Background: an optimization exercise with open tools, aiming at small area. Do not read the settings as production practice. The RTL was checked by simulation tests, not by an equivalence proof against the original design. No activity file was given, so power comes from the tool's default toggle rates.

===== flow/run.sh =====
#!/bin/bash
# synth_recipe.tcl (not shown) runs the flow's synth.tcl, then flattens the netlist and writes it again
# the make line also repeats each setting of config.mk as NAME=value (left out here)
make -C /OpenROAD-flow-scripts/flow DESIGN_CONFIG=/design/flow/config.mk WORK_HOME=/design/flow/orfs CLKGATE_MAP_FILE= SYNTH_SCRIPT=/design/flow/synth_recipe.tcl finish

===== flow/config.mk =====
export PLATFORM = sky130hd
export DESIGN_NAME = top
export DESIGN_NICKNAME = top
export VERILOG_FILES = /design/flow/design.v
export SDC_FILE = /design/flow/constraint.sdc
export NUM_CORES = 4
export LEC_CHECK = 0
export CAP_MARGIN = 20
export CORE_MARGIN = 2
export CORE_UTILIZATION = 30
export PLACE_DENSITY = 0.5
export SLEW_MARGIN = 20

===== flow/constraint.sdc =====
create_clock -name core_clock -period 20.0 [get_ports {clk}]
set_input_delay 4.0000 -clock core_clock [delete_from_list [all_inputs] [get_ports {clk}]]
set_output_delay 4.0000 -clock core_clock [all_outputs]
set_load 0.01 [all_outputs]

===== flow/design.v =====
module DisplayNum (num, hex); 
input [3:0] num;
output [7:0] hex;
reg [7:0] hex;
	always @(num) begin
		case (num)
		0 : hex = 8'b11000000;
		1 : hex = 8'b11111001;
		2 : hex = 8'b10100100;
		3 : hex = 8'b10110000;
		4 : hex = 8'b10011001;
		5 : hex = 8'b10010010;
		6 : hex = 8'b10000010;
		7 : hex = 8'b11111000;
		8 : hex = 8'b10000000;
		9 : hex = 8'b10010000;
		default : hex = 8'b1111111;
		endcase
	end
endmodule
module lfsr(
    input clk,             
    input reset,           
    output reg [2:0] rnd   
);
    reg [15:0] lfsr;
    wire feedback;
    assign feedback = lfsr[15] ^ lfsr[13] ^ lfsr[12] ^ lfsr[10];
    always @(posedge clk or posedge reset) begin
        if (reset) begin
            lfsr <= 16'hACE1;  
        end else begin
            lfsr <= {lfsr[14:0], feedback};
            rnd <= lfsr[15:13] % 7;
        end
    end
endmodule
module pattern_generator (
    input clk,
    input ce,                      
    input [9:0]   counter_x,       
    input [9:0]   counter_y,       
    output reg [4:0] disp_row,     
    output reg    disp_valid,      
    input [11:0]  disp_data,       
    output reg    pix              
);
    parameter COL_START = 340;
    parameter COL_END = COL_START + 12*BLOCK_SIZE + 11*GAP;
    parameter ROW_START = 67;
    parameter ROW_END = ROW_START + 20*BLOCK_SIZE + 19*GAP;
    parameter BLOCK_SIZE = 17;
    parameter GAP = 4;
    integer i;
    always @(*) begin
        disp_valid = 0;
        disp_row = 0;
        for (i = 0; i < 20; i = i + 1) begin
            if ((counter_y >= ROW_START + i * (BLOCK_SIZE + GAP)) &&
                (counter_y <= ROW_START + i * (BLOCK_SIZE + GAP) + BLOCK_SIZE)) begin
                disp_row = i;
                disp_valid = 1;
            end
        end
    end
    reg block, frame;
    always @(*) begin
        block = 0;
        frame = 0;
        for (i = 0; i < 12; i = i + 1) begin
            if (disp_valid && disp_data[i] &&
                (counter_x >= COL_START + i * (BLOCK_SIZE + GAP)) &&
                (counter_x <= COL_START + i * (BLOCK_SIZE + GAP) + BLOCK_SIZE))
                block = 1;
        end
        if ((counter_y == ROW_START - GAP || counter_y == ROW_END + GAP) &&
            (counter_x >= COL_START - GAP && counter_x <= COL_END + GAP))
            frame = 1;
        else if ((counter_x == COL_START - GAP || counter_x == COL_END + GAP) &&
                 (counter_y >= ROW_START - GAP && counter_y <= ROW_END + GAP))
            frame = 1;
    end
    reg pix_pre;
    always @(posedge clk) begin
        pix_pre <= block | frame;
        if (ce)
            pix <= pix_pre;
    end
endmodule
module vga(
   input clock50MHz,
   input rst,
   output [4:0] disp_row,
   output disp_valid,
   input [11:0] disp_data,
   output [3:0] red,
   output [3:0] blue,
   output [3:0] green,
   output hsync,
   output vsync
);
	reg [9:0] counter_x;   
	reg [9:0] counter_y;   
	wire pix;
	reg pix_en;
	always @(posedge clock50MHz)
		begin
			if (rst)
				pix_en <= 1'b0;
			else
				pix_en <= ~pix_en;
		end
	always @(posedge clock50MHz)   
		begin
			if (rst)
				counter_x <= 0;
			else if (!pix_en)
				counter_x <= counter_x;
			else if (counter_x < 799)
				counter_x <= counter_x + 1;
			else
				counter_x <= 0;
		end
	always @ (posedge clock50MHz)   
		begin
			if (rst)
				counter_y <= 0;
			else if (pix_en && counter_x == 799)
				begin
					if (counter_y < 525)
						counter_y <= counter_y + 1;
					else
						counter_y <= 0;
				end
		end
	assign hsync = (counter_x < 96);
	assign vsync = (counter_y < 2);
	pattern_generator pattern_gen(
		.clk(clock50MHz),
		.ce(pix_en),
		.counter_x(counter_x),
		.counter_y(counter_y),
		.disp_row(disp_row),
		.disp_valid(disp_valid),
		.disp_data(disp_data),
		.pix(pix)
	);
	wire on = (counter_x > 144 && counter_x <= 787 && counter_y > 35 && counter_y <= 514) && pix;
	assign red = {4{on}};
	assign blue = {4{on}};
	assign green = {4{on}};
endmodule
module game_state_machine (
    input clk,
    input rst,
    input start_game,  
    input drop,  
    input rotate,  
    input left,  
    input right,  
    input [2:0] chooseBlock,
    input [4:0] disp_row,           
    input disp_valid,
    output [11:0] disp_data,        
    output pts_clr,                 
    output pts_inc                  
);
	parameter INIT         = 4'b0000;
	parameter SPAWN_BLOCK  = 4'b0001;
	parameter MOVE_BLOCK   = 4'b0010;
	parameter MOVE_LEFT    = 4'b0011;
	parameter MOVE_RIGHT   = 4'b0100;
	parameter MOVE_DOWN    = 4'b0101;
	parameter EVALUATE     = 4'b0110;
	parameter PREROTATE    = 4'b0111;
	parameter ROTATE_BLOCK = 4'b1000;
	parameter END_GAME     = 4'b1001;
	parameter FALL_SLOW    = 1999;
	parameter FALL_FAST    = 199;
	reg [11:0] game_space[19:0];
	reg [11:0] game_space_newblock[3:0];   
	reg [11:0] game_space_previous[3:0];   
	reg [3:0] gamestate;
	reg [4:0] current_top;    
	reg [3:0] current_left;   
	reg [2:0] block_row;
	reg [4:0] game_row;
	wire gameborder_left  = game_space_newblock[0][11] | game_space_newblock[1][11] | game_space_newblock[2][11] | game_space_newblock[3][11];
	wire gameborder_right = game_space_newblock[0][0]  | game_space_newblock[1][0]  | game_space_newblock[2][0]  | game_space_newblock[3][0];
	reg collision;
	reg collision_begin_check;
	reg collision_complete;
	wire fall;
	reg quick_fall;
	reg [10:0] cntr;
	reg [3:0] rotate_cntr;    
	integer i;
	reg left_d;
	reg right_d;
	reg drop_d;
	reg start_game_d;
	reg rotate_d;
	always @ (posedge clk) begin
		left_d <= left;
		right_d <= right;
		drop_d <= drop;
		start_game_d <= start_game;
		rotate_d <= rotate;
	end
	always @ (posedge clk) begin
		if(rst)
			cntr <= 0;
		else if(~quick_fall && (cntr >= FALL_SLOW))
			cntr <= 0;
		else if(quick_fall && (cntr >= FALL_FAST))
			cntr <= 0;
		else
			cntr <= cntr + 1;
	end
	assign fall = quick_fall?(cntr == FALL_FAST):(cntr == FALL_SLOW);
	wire start_edge  = start_game_d ^ start_game;
	wire left_rel    = left_d & ~left;
	wire right_rel   = right_d & ~right;
	wire drop_edge   = drop_d ^ drop;
	wire rotate_edge = rotate_d ^ rotate;
	wire [11:0] gs_rd = (game_row < 20) ? game_space[game_row] : 12'h000;
	wire [4:0] ev_off = game_row - current_top;
	wire [11:0] ev_blk = (game_row >= current_top && ev_off < 4) ? game_space_newblock[ev_off[1:0]] : 12'h000;
	wire [11:0] ev_row = gs_rd | ev_blk;
	wire ev_full = (ev_row == 12'hFFF);
	reg fs_clear;         
	reg fs_write;         
	reg fs_shift;         
	always @(*) begin
		fs_clear = 0;
		fs_write = 0;
		fs_shift = 0;
		if (~rst && ~collision_begin_check) begin
			if (gamestate == INIT && start_edge)
				fs_clear = 1;
			if (gamestate == EVALUATE && game_row != 20) begin
				if (ev_full)
					fs_shift = 1;
				else
					fs_write = 1;
			end
		end
	end
	wire [11:0] wr_data = fs_clear ? 12'h000 : ev_row;
	always @(posedge clk) begin
		for (i = 0; i < 20; i = i + 1) begin
			if (fs_shift && i <= game_row)
				game_space[i] <= (i == 0) ? 12'h000 : game_space[(i == 0) ? 0 : i - 1];
			else if (fs_clear || (fs_write && i == game_row))
				game_space[i] <= wr_data;
		end
	end
	assign pts_clr = rst | (~collision_begin_check && gamestate == INIT && start_edge);
	assign pts_inc = fs_shift;
	always @ (posedge clk) begin
		if (rst) begin
			gamestate <= INIT;
			collision_begin_check <= 0;
			quick_fall <= 0;
		end else if(collision_begin_check) begin
			block_row <= block_row +1;
			game_row <= game_row +1;
			if(~collision && (block_row <4) && (game_row <20)) begin
				 if(game_space[game_row] & game_space_newblock[block_row[1:0]]) begin
					  collision <= 1;
				 end
			end else if((game_row == 20) && (block_row <4) && (game_space_newblock[block_row[1:0]]!=0))
				 collision <= 1;
			else begin
				 collision_complete <= 1;
				 collision_begin_check <= 0;
			end
		end else begin
			case (gamestate)
				 INIT: begin
					  if (start_edge) begin
							gamestate <= SPAWN_BLOCK;
							collision_complete <= 0;
					  end
				 end
				 SPAWN_BLOCK: begin
					  if(~collision_complete) begin
							case (chooseBlock)
								3'b000: begin  
									 game_space_newblock[0] <= 12'b000011000000;
									 game_space_newblock[1] <= 12'b000011000000;
									 game_space_newblock[2] <= 12'b000000000000;
									 game_space_newblock[3] <= 12'b000000000000;
								end
								3'b001: begin  
									 game_space_newblock[0] <= 12'b000011110000;
									 game_space_newblock[1] <= 12'b000000000000;
									 game_space_newblock[2] <= 12'b000000000000;
									 game_space_newblock[3] <= 12'b000000000000;
								end
								3'b010: begin  
									 game_space_newblock[0] <= 12'b000001000000;
									 game_space_newblock[1] <= 12'b000011100000;
									 game_space_newblock[2] <= 12'b000000000000;
									 game_space_newblock[3] <= 12'b000000000000;
								end
								3'b011: begin  
									 game_space_newblock[0] <= 12'b000011100000;
									 game_space_newblock[1] <= 12'b000000100000;
									 game_space_newblock[2] <= 12'b000000000000;
									 game_space_newblock[3] <= 12'b000000000000;
								end
								3'b100: begin  
									 game_space_newblock[0] <= 12'b000011100000;
									 game_space_newblock[1] <= 12'b000010000000;
									 game_space_newblock[2] <= 12'b000000000000;
									 game_space_newblock[3] <= 12'b000000000000;
								end
								3'b101: begin  
									 game_space_newblock[0] <= 12'b000011000000;
									 game_space_newblock[1] <= 12'b000001100000;
									 game_space_newblock[2] <= 12'b000000000000;
									 game_space_newblock[3] <= 12'b000000000000;
								end
								3'b110: begin  
									 game_space_newblock[0] <= 12'b000001100000;
									 game_space_newblock[1] <= 12'b000011000000;
									 game_space_newblock[2] <= 12'b000000000000;
									 game_space_newblock[3] <= 12'b000000000000;
								end
							endcase
							current_top <= 0;
							current_left <= 4;
							collision_begin_check <= 1;
							collision <= 0;
							quick_fall <= 0;
							block_row <= 0;
							game_row <= 0;
					  end else if (collision) begin
							gamestate <= END_GAME;
					  end else if (collision_complete) begin
							gamestate <= MOVE_BLOCK;
					  end
				 end
				 MOVE_BLOCK: begin
					  collision_complete <= 0;
					  if(fall) begin
							gamestate <= MOVE_DOWN;
					  end else if (left_rel && ~gameborder_left) begin
							gamestate <= MOVE_LEFT;
					  end else if (right_rel && ~gameborder_right) begin
							gamestate <= MOVE_RIGHT;
					  end else if(drop_edge) begin
							quick_fall <= 1;
					  end else if (rotate_edge) begin
							gamestate <= PREROTATE;
							rotate_cntr <= 0;
							for(i=0;i<4;i=i+1)
								 game_space_previous[i] <= game_space_newblock[i];
					  end
				 end
				 MOVE_LEFT: begin
					  if (~collision_complete) begin
							collision <= 0;
							collision_begin_check <= 1;
							block_row <= 0;
							game_row <= current_top;
							for(i=0;i<4;i=i+1)
								 game_space_newblock[i] <= {game_space_newblock[i][10:0],1'b0};
					  end else begin
							if(collision) begin
								 for(i=0;i<4;i=i+1)
									  game_space_newblock[i] <= {1'b0,game_space_newblock[i][11:1]};
							end else begin
								 current_left <= current_left - 1;
							end
							gamestate <= MOVE_BLOCK;
					  end
				 end
				 MOVE_RIGHT: begin
					  if(~collision_complete) begin
							collision <= 0;
							collision_begin_check <= 1;
							block_row <= 0;
							game_row <= current_top;
							for(i=0;i<4;i=i+1)
								 game_space_newblock[i] <= {1'b0,game_space_newblock[i][11:1]};
					  end else begin
							 if(collision) begin
								 for (i=0;i<4;i=i+1)
									  game_space_newblock[i] <= {game_space_newblock[i][10:0],1'b0};
							 end else begin
								 current_left <= current_left+1;
							 end
							gamestate <= MOVE_BLOCK;
					  end
				 end
				 MOVE_DOWN: begin
					  if(~collision_complete) begin
							if(current_top < 19) begin
								 collision <= 0;
								 collision_begin_check <= 1;
							end else if(current_top == 19 && game_space_newblock[0]!=0) begin
								 collision <= 1;
								 collision_complete <= 1;
							end
							block_row <= 0;
							game_row <= current_top+1;
					  end else if(collision) begin
							gamestate <= EVALUATE;
							rotate_cntr <= 0;
							game_row <= 0;
					  end else begin
							current_top <= current_top + 1;
							gamestate <= MOVE_BLOCK;
					  end
				 end
				 EVALUATE: begin
					if(game_row == 20) begin
						gamestate <= SPAWN_BLOCK;
						collision_complete <= 0;
					end else begin
						game_row <= game_row +1;
					end
				end
				PREROTATE: begin
				  if (rotate_cntr < current_left) begin
						for (i = 0; i < 4; i = i + 1)
							game_space_newblock[i] <= {game_space_newblock[i][10:0], 1'b0};
						rotate_cntr <= rotate_cntr + 1;
					end else begin
						game_space_newblock[0] <= {game_space_newblock[3][11], game_space_newblock[2][11], game_space_newblock[1][11], game_space_newblock[0][11], 8'h00};
						game_space_newblock[1] <= {game_space_newblock[3][10], game_space_newblock[2][10], game_space_newblock[1][10], game_space_newblock[0][10], 8'h00};
						game_space_newblock[2] <= {game_space_newblock[3][9],  game_space_newblock[2][9], game_space_newblock[1][9],  game_space_newblock[0][9],  8'h00};
						game_space_newblock[3] <= {game_space_newblock[3][8],  game_space_newblock[2][8], game_space_newblock[1][8],  game_space_newblock[0][8],  8'h00};
						rotate_cntr <= 0;
						collision_complete <= 0;
						gamestate <= ROTATE_BLOCK;
					 end
				 end
				 ROTATE_BLOCK: begin
					 if (game_space_newblock[0] == 12'h000) begin
						 for (i = 0; i < 3; i = i + 1)
							 game_space_newblock[i] <= game_space_newblock[i + 1];
						 game_space_newblock[3] <= 12'h000;
					 end else if (~gameborder_left && rotate_cntr == 0) begin
						 for (i = 0; i < 4; i = i + 1)
							game_space_newblock[i] <= {game_space_newblock[i][10:0], 1'b0};
					 end else if (rotate_cntr < current_left) begin
						 rotate_cntr <= rotate_cntr + 1;
						 if (~gameborder_right) begin
							for (i = 0; i < 4; i = i + 1)
							  game_space_newblock[i] <= {1'b0, game_space_newblock[i][11:1]};
						 end else begin
							gamestate <= MOVE_BLOCK;
							for (i = 0; i < 4; i = i + 1)
							  game_space_newblock[i] <= game_space_previous[i];
						  end
					  end else begin
						 if (~collision_complete) begin
							collision_begin_check <= 1;
							collision <= 0;
							block_row <= 0;
							game_row <= current_top;
						 end else if (collision) begin
							gamestate <= MOVE_BLOCK;
							for (i = 0; i < 4; i = i + 1)
							  game_space_newblock[i] <= game_space_previous[i];
						 end else begin
							gamestate <= MOVE_BLOCK;
						 end
					  end
				 end
				END_GAME: begin
				  if(start_edge)
					 gamestate <= INIT;
				end
			endcase
		end
	end
	wire [11:0] dp_gs = (disp_row < 20) ? game_space[disp_row] : 12'h000;
	wire [4:0] dp_off = disp_row - current_top;
	wire [11:0] dp_blk = (disp_row >= current_top && dp_off < 4) ? game_space_newblock[dp_off[1:0]] : 12'h000;
	assign disp_data = dp_gs | dp_blk;
endmodule
module top(
    input clk,                  
    input rst,                  
    input start_game,           
    input drop,                 
    input rotate,               
    input left,                 
    input right,                
    output [3:0] red,           
    output [3:0] blue,
    output [3:0] green,
    output hsync,               
    output vsync,               
    output [7:0] disp0,         
    output [7:0] disp1          
);
	wire [2:0] chooseBlock;
	wire [4:0] disp_row;
	wire disp_valid;
	wire [11:0] disp_data;
	wire pts_clr, pts_inc;
	game_state_machine game_state_machine_inst (
		.clk(clk),
		.rst(rst),
		.start_game(start_game),
		.drop(drop),
		.rotate(rotate),
		.left(left),
		.right(right),
		.chooseBlock(chooseBlock),
		.disp_row(disp_row),
		.disp_valid(disp_valid),
		.disp_data(disp_data),
		.pts_clr(pts_clr),
		.pts_inc(pts_inc)
	);
	vga vga_inst (
		.clock50MHz(clk),
		.rst(rst),
		.disp_row(disp_row),
		.disp_valid(disp_valid),
		.disp_data(disp_data),
		.red(red),
		.blue(blue),
		.green(green),
		.hsync(hsync),
		.vsync(vsync)
	);
	reg pts_clr_d, pts_inc_d;
	reg [3:0] ones;
	reg [4:0] tens;
	always @(posedge clk) begin
		pts_clr_d <= pts_clr;
		pts_inc_d <= pts_inc;
		if (pts_clr_d) begin
			ones <= 0;
			tens <= 0;
		end else if (pts_inc_d) begin
			if (ones == 9) begin
				ones <= 0;
				tens <= tens + 1;
			end else if (tens == 25 && ones == 5) begin
				ones <= 0;
				tens <= 0;
			end else
				ones <= ones + 1;
		end
	end
	DisplayNum disp_ones (ones, disp0);
	DisplayNum disp_tens (tens[3:0], disp1);
	lfsr random_block_generator (
		.clk(clk),
		.reset(rst),
		.rnd(chooseBlock)
	);
endmodule

==> qor.yml <==
status: "timing/DRC/antenna clean"
synth_cell_types: 99
start_kind: "flop"
fmax_ghz: 0.1332
finalHoldViolCount: 0
finalSetupViolations: 0
wl_met3_um: 12920
relSlewSlack_pct: 19.94
detailedPlace.worstSlack_ns: 12.81
synth_enable_flop_cells: 351
drt_iter0_markers: 3548
die_h_um: 307.7
antenna_found_initial: 2
cts_tree: "done"
cp-end-kind: "output pin"
yosysMostFrequentCell: "edfxtp_1"
htree_levels: 2
finalInstanceArea_sq_um: 30980
vdd_drop_max_mv: 0.09812
rsz0062_at_grt: "false"
dpl-instance-area_sq_um: 29160
critPathArrivalTime_ns: 3.51
min_to: "random_block_generator.lfsr[4]$_DFF_PP0_"
critPathRequiredTime_ns: 16.00
clk_pin_slew_worst_paths_ns: 0.06
r2r_end: "game_state_machine_inst.game_space[4][10]$_DFFE_PP_"
die_width_um: 307.7
finalCritPeriodShare_pct: 37.55
drive_gt1_share_pct: 18.23
cts_root_buf: "clkbuf_16"
port_buffers: 36
remaining_drc_errors: 0
fin_crit_ns: 7.510
fill_cells: 9131
grt_pass1_vias: 22760
first_pass_iters: 7
dpl.hpwl_um: 83800
via_per_inst: 6.449
initial_core_util_pct: 30.24
yosys_warnings: 9
numCtsBuffers: 54
synth_cells: 2599
die-area_sq_um: 94700
cap_violations: 0
overflow: 0
finClkSkew_ns: 0.04005
grt_max_degree: 49
final_nets: 2588
met1Wirelength_um: 48570
io-pin-count: 37
wl_per_cell_um: 31.84
async_flop_share_pct: 3.556
synth-seq-cells: 450
post-cts-setup-buffers: 0
ant_nets: 0
route.met2.wl_um: 51750
grtUsageTotal_pct: 24.61
path_max_fanout: 18
ff2ff_setup_slack_ns: 13.37
cts_resized: 0
min_from: "random_block_generator.lfsr[3]$_DFF_PP0_"
whs_ns: 0.3478
p_leak_nw: 10.70
final.setup.worst_slack_ns: 12.49
ctsHoldBuffers: 0
core_sq_um: 91520
areaGrowthSynthToFinish_pct: 11.92
rr_worst_depth: 13
yosysSeqAreaShare_pct: 45.57
maxSlewViolCount: 0
routed_wl_um: 119800
powerDensity_nw_per_um2: 131.1
gp_congestion: 0.9900
synth.top_cells.by_area: "edfxtp_1 (38%), mux2_2 (8.7%), dfxtp_1 (6.0%)"
crit_type: "reg2out"
hold_path_depth: 0
tightestPinTransition_ns: 1.199
clkLatencyLatePin_ns: 0.66
timing.rr.start: "game_state_machine_inst.game_row[1]$_DFFE_PP_"
yosys.area.top_type: "edfxtp_1"
yosys_most_used_dff: "edfxtp_1"
grt_pass1_wl_um: 170400
rows: 111
synthTopCellsByCount: "edfxtp_1 (351), mux2_2 (215), nor2_1 (190), nand2_1 (169), clkbuf_1 (131)"
cts_sinks: 450
hold_class: "reg2reg"
tns_ns: 0
mappedNetlistArea_sq_um: 27680
highest_layer: "met5"
via_count: 24260
yosysTopAreaCellShare_pct: 38.08
cts_buffer_depth: 3
syn_area_per_cell_sq_um: 10.65
synth_nets: 2658
## worst max-delay path: stages, from the launching register on
cell,delay [ns]
dfxtp_1,0.70
nor2_1,0.19
nand2_1,0.16
nand2_1,0.09
nand2_1,0.10
a211oi_1,0.08
nor4_2,0.86
clkdlybuf4s50_1,0.70
## placed cells by master, fill, tap and decap left out, types with 22 or more instances in the layout
master | Yosys | final
inv_1 | 73 | 73
a22o_1 | 39 | 39
clkbuf_16 | 0 | 55
o21ai_0 | 83 | 81
a222oi_1 | 63 | 63
a21oi_1 | 122 | 120
nand3_1 | 68 | 67
nor2_1 | 190 | 176
dfxtp_1 | 83 | 83
xnor2_1 | 33 | 33
clkdlybuf4s50_1 | 0 | 36
mux2i_1 | 72 | 72
buf_4 | 40 | 65
mux2_2 | 215 | 215
nor3_1 | 57 | 54
and2_1 | 22 | 22
edfxtp_1 | 351 | 351
nand2b_1 | 22 | 22
ha_1 | 49 | 49
a221oi_1 | 39 | 39
a211oi_1 | 23 | 23
nor2b_1 | 22 | 22
o211ai_1 | 39 | 39
nand4_1 | 34 | 34
nand2_1 | 169 | 169
a22oi_1 | 115 | 115
## metal layers
metal	track usage (%)	up-vias
met5	0	-
met4	11.24	4
met3	6.386	371
met2	37.41	1717
met1	32.71	12120
li1	-	10050
## final cells by class
type	count	area (sq um)	share of cell area, %
repair buffers	101	848.3	2.739
flip-flops and latches	450	12610	40.71
inverters	76	285.3	0.9209
well taps	1186	1484	4.790
clock buffers	71	1516	4.895
multi-input cells	1846	13940	44.99
clock inverters	29	287.8	0.9290
diodes	3	7.507	0.02423
## where the power goes
group / internal [mW] / total [mW] / switching, mW
logic: 0.531 / 1.41 / 0.874
clock network: 0.587 / 1.02 / 0.436
registers: 1.32 / 1.63 / 0.308
total: 2.44 / 4.06 / 1.62
## state kept, by name, summed over array words and instances, names as in the netlist, 5 cells and up
name / flops
game_state_machine_inst.game_space: 240
disp1: 8
game_state_machine_inst.cntr: 11
game_state_machine_inst.game_row: 5
random_block_generator.lfsr: 16
game_state_machine_inst.game_space_previous: 48
vga_inst.counter_y: 10
vga_inst.counter_x: 10
tens: 5
disp0: 8
game_state_machine_inst.current_top: 5
game_state_machine_inst.game_space_newblock: 48
## logic make-up (layout without fill, tap and decap cells)
kind of cell    count (synthesis)  count (layout)  synth area share (%)
flops                         450             450                 45.57
xor+xnor                       51              51                 1.614
other cells                     0               3                     0
compound gates                706             706                 18.89
buf+inv                       303             277                 4.900
fa+ha+maj                      52              52                 2.432
mux                           318             318                 13.22
simple gates                  719             719                 13.38
## worst max-delay path by stage
stage	startpoint	to	slack [ns]	depth (start not counted)
5_1_grt	vga_inst.counter_x[2]$_SDFFE_PP0P_	green[2]	12.20	7
2_1_floorplan	rst	game_state_machine_inst.game_space_newblock[2][0]$_DFFE_PP_	12.92	2
3_3_place_gp	rst	game_state_machine_inst.game_space[15][3]$_DFFE_PP_	12.76	7
6_report	vga_inst.counter_x[2]$_SDFFE_PP0P_	blue[2]	12.49	7
4_1_cts	vga_inst.counter_y[5]$_SDFFE_PP0P_	blue[1]	12.39	5
3_5_place_dp	rst	game_state_machine_inst.game_space[10][8]$_DFFE_PP_	12.81	7
## per-stage QoR
| stage | total power, mW | cells | utilization [%] |
|---|---|---|---|
| 6_report | 4.061 | 3762 | 33.85 |
| 5_1_grt | 4.178 | 3759 | 33.84 |
| 4_1_cts | 4.019 | 3759 | 33.83 |
| 3_5_place_dp | 2.988 | 3659 | 31.86 |
| 3_3_place_gp | 2.969 | 3658 | 31.83 |
| 2_1_floorplan | 2.357 | 2599 | - |

-- afterwards: timing with drivers on the ports --
In the flow no input, the clock included, has a driving cell. The finished layout below was timed again as built, in two steps. Step 1 sets driving cells, clkbuf_16 on the clock port and buf_2 on the other inputs (assumed; they add their load-dependent delay and slew). Step 2 moves the port delays by t, midway between the first and last clock arrival at a register: inputs arrive t later, outputs are due t later. That takes back most of the time a late clock gives input paths. Slacks: ideal / step 1 / step 2; pairs: ideal / step 1.
t, ns: 0.707
setup slack, ns: 12.490 / 12.419 / 12.711
hold WS [ns]: 0.348 / 0.348 / 0.348
After both steps setup and hold are still met in this run. The setup slack of this run moves by -0.071 ns with the drivers and by +0.221 ns with both steps.
